Source: an optimization exercise on an open RTL-to-GDS flow (aim: small area, a short achievable clock period and few clock cycles). Production flows keep margins and buffers that such runs may drop.
At most, simulation tests tie the RTL to the original design; equivalence was not proved.
No activity file was given, so power comes from the tool's default toggle rates.

oak:
==> flow/design.v (excerpt) <==
module TopLevel(reset, clock, imem_addr, imem_rdata, dmem_addr, dmem_we, dmem_be, dmem_wdata, dmem_rdata, rf_we, rf_waddr, rf_wdata, halt);
Size: roughly 4,500 cells after synthesis, about 1,300 flip-flops, ~210 I/O pins, about 0.062 mm² of cells after synthesis.
Settings: LEC_CHECK=0, CAP_MARGIN=20, CELL_PAD_IN_SITES_DETAIL_PLACEMENT=1, CELL_PAD_IN_SITES_GLOBAL_PLACEMENT=1, CORE_MARGIN=2, CORE_UTILIZATION=35, CTS_BUF_LIST=sky130_fd_sc_hd__clkbuf_16, CTS_CLUSTER_DIAMETER=100, CTS_CLUSTER_SIZE=22, PLACE_DENSITY=0.45, SLEW_MARGIN=20, SYNTH_HIERARCHICAL=1; clock period 115.0 ns.
standard.sh (not shown) runs the stock make flow with config.mk's settings and CLKGATE_MAP_FILE= SYNTH_SCRIPT=/design/flow/synth_recipe.tcl, a recipe that flattens the netlist after the stock synthesis.
==> flow/flow/run.sh <==
#!/bin/bash
# The standard layout (the standard.sh, unchanged), with the port buffers
# that placement inserts taken as sky130_fd_sc_hd__buf_2 instead of the
# default delay buffer. ORFS's full output goes to flow_make.log here, and
# each step's log to orfs/logs/.
set -euo pipefail
export BUFFER_PORTS_ARGS="-buffer_cell sky130_fd_sc_hd__buf_2"
bash standard.sh > flow_make.log 2>&1
Testbench counts of oak, summed over its fixed seeds: cycles 1,329,440.
[inputs] pine vs oak
--- a/flow/design.v
+++ b/flow/design.v
@@ -30,29 +30,25 @@
     reg        hi_neg, lo_neg;   
     assign imem_addr = {pc, 2'b00};
     assign dmem_addr = m_res;
     assign dmem_wdata = md;
     assign dmem_be = m_be;
     assign dmem_we = m_st;
-    reg        t_we;
-    reg [4:0]  t_rd;
-    reg [31:0] t_data;
-    reg        halt_x;       
-    assign rf_we = t_we;
-    assign rf_waddr = t_rd;
-    assign rf_wdata = t_data;
+    assign rf_we = w_we;
+    assign rf_waddr = w_rd;
+    assign rf_wdata = w_data;
     wire [31:2] pc_i;
     wire [31:0] m_res_i, md_i, w_data_i;
     wire [4:0]  w_rd_i;
     wire        w_we_i;
-    assign pc_i = pc;
-    assign m_res_i = m_res;
-    assign md_i = md;
-    assign w_data_i = w_data;
-    assign w_rd_i = w_rd;
-    assign w_we_i = w_we;
+    Iso #(30) iso_pc(pc, pc_i);
+    Iso #(32) iso_mres(m_res, m_res_i);
+    Iso #(32) iso_md(md, md_i);
+    Iso #(32) iso_wdata(w_data, w_data_i);
+    Iso #(5)  iso_wrd(w_rd, w_rd_i);
+    Iso #(1)  iso_wwe(w_we, w_we_i);
     wire [5:0] op = ir[31:26];
     wire [5:0] fn = ir[5:0];
     wire [4:0] rs = ir[25:21];
     wire [4:0] rt = ir[20:16];
     wire [4:0] rd = ir[15:11];
     wire [4:0] sa = ir[10:6];
@@ -267,35 +263,29 @@
             ir_v <= 1'b0;
             m_we <= 1'b0;
             m_ld <= 1'b0;
             m_st <= 1'b0;
             w_we <= 1'b0;
             halt <= 1'b0;
-            halt_x <= 1'b0;
-            t_we <= 1'b0;
         end else begin
             if (~stall) begin
                 pc <= npc;
                 ir <= imem_rdata;
                 ir_v <= 1'b1;
             end
             m_we <= go & wen & (wdest != 5'd0);
             m_ld <= go & i_load;
             m_st <= go & i_store;
             w_we <= m_we;
-            halt_x <= halt_x | (go & i_sys);
-            halt <= halt_x;
-            t_we <= w_we;
+            halt <= halt | (go & i_sys);
         end
         m_res <= res_x;
         m_be <= be;
         m_lt <= op[2:0];
         m_rd <= wdest;
         w_rd <= m_rd;
-        t_rd <= w_rd;
-        t_data <= w_data;
         w_data <= w_d;
     end
 endmodule
 module MduPath(hi, lo, md, sum, div, sgn, dneg, mul_last, x_hi, x_lo, mul_s, dst, sk4, sk8, fix, hi_n, lo_n);
     input [31:0] hi, lo, md, sum;
     input div, sgn, dneg, mul_last;
Results
- Looking at the reports, pine completed the entire flow and the layout it produced met the timing, DRC and antenna checks.
- Summary of pine over oak: die footprint saw an increase; vertical extent of the die flat; final cell count without fillers saw an increase; synthesis-stage register bit count shrank by 39.
- rf_wdata[29] as the timing endpoint of the critical path was reported by pine, and dmem_addr[15] by oak.
- Diff oak -> pine: count of clock-buffer cells in the layout went down by 8.8%; final RePlAce weighted congestion went down by 3.6%; worst path setup slack after routing went down by 0.22 ns; worst setup slack after placement went down by 0.24 ns.
- pine: power of the clock network is about 6% lower than what oak reported.
- Compared with oak, in pine share of final layout cell area taken by clock buffers and inverters down 0.31 points; via count up about 1.4%.
No functional check of the RTL was part of pine.

[re-timing with driven ports]
How much do the figures lean on ideal ports? The routed layouts below were timed once more, with nothing changed but the port constraints.
Step 1 (the two cells are an assumption about what drives the block):
set clk [get_ports {clock}]
set_driving_cell -lib_cell sky130_fd_sc_hd__clkbuf_16 $clk
set_driving_cell -lib_cell sky130_fd_sc_hd__buf_2 [delete_from_list [all_inputs] $clk]
Step 2 adds t to the input delays and takes it off the output delays; t is the mean of the earliest and latest rising clock arrival at the registers after step 1. Input paths then give back, and output paths get back, about the clock's delay inside the block.
Three values: ideal, step 1, step 2; two values: the first two.
run | t, ns | setup slack, ns | worst hold slack (ns) | worst setup path after step 2
oak | 0.829 | 90.300 / 90.207 / 90.200 | 0.412 / 0.412 / 0.412 | input to register
pine | 0.833 | 90.075 / 89.986 / 90.048 | 0.424 / 0.424 / 0.424 | input to register
After both steps every run listed still meets setup and hold. The setup slack of oak, which loses most, moves by -0.093 ns with the drivers and by -0.100 ns with both steps.
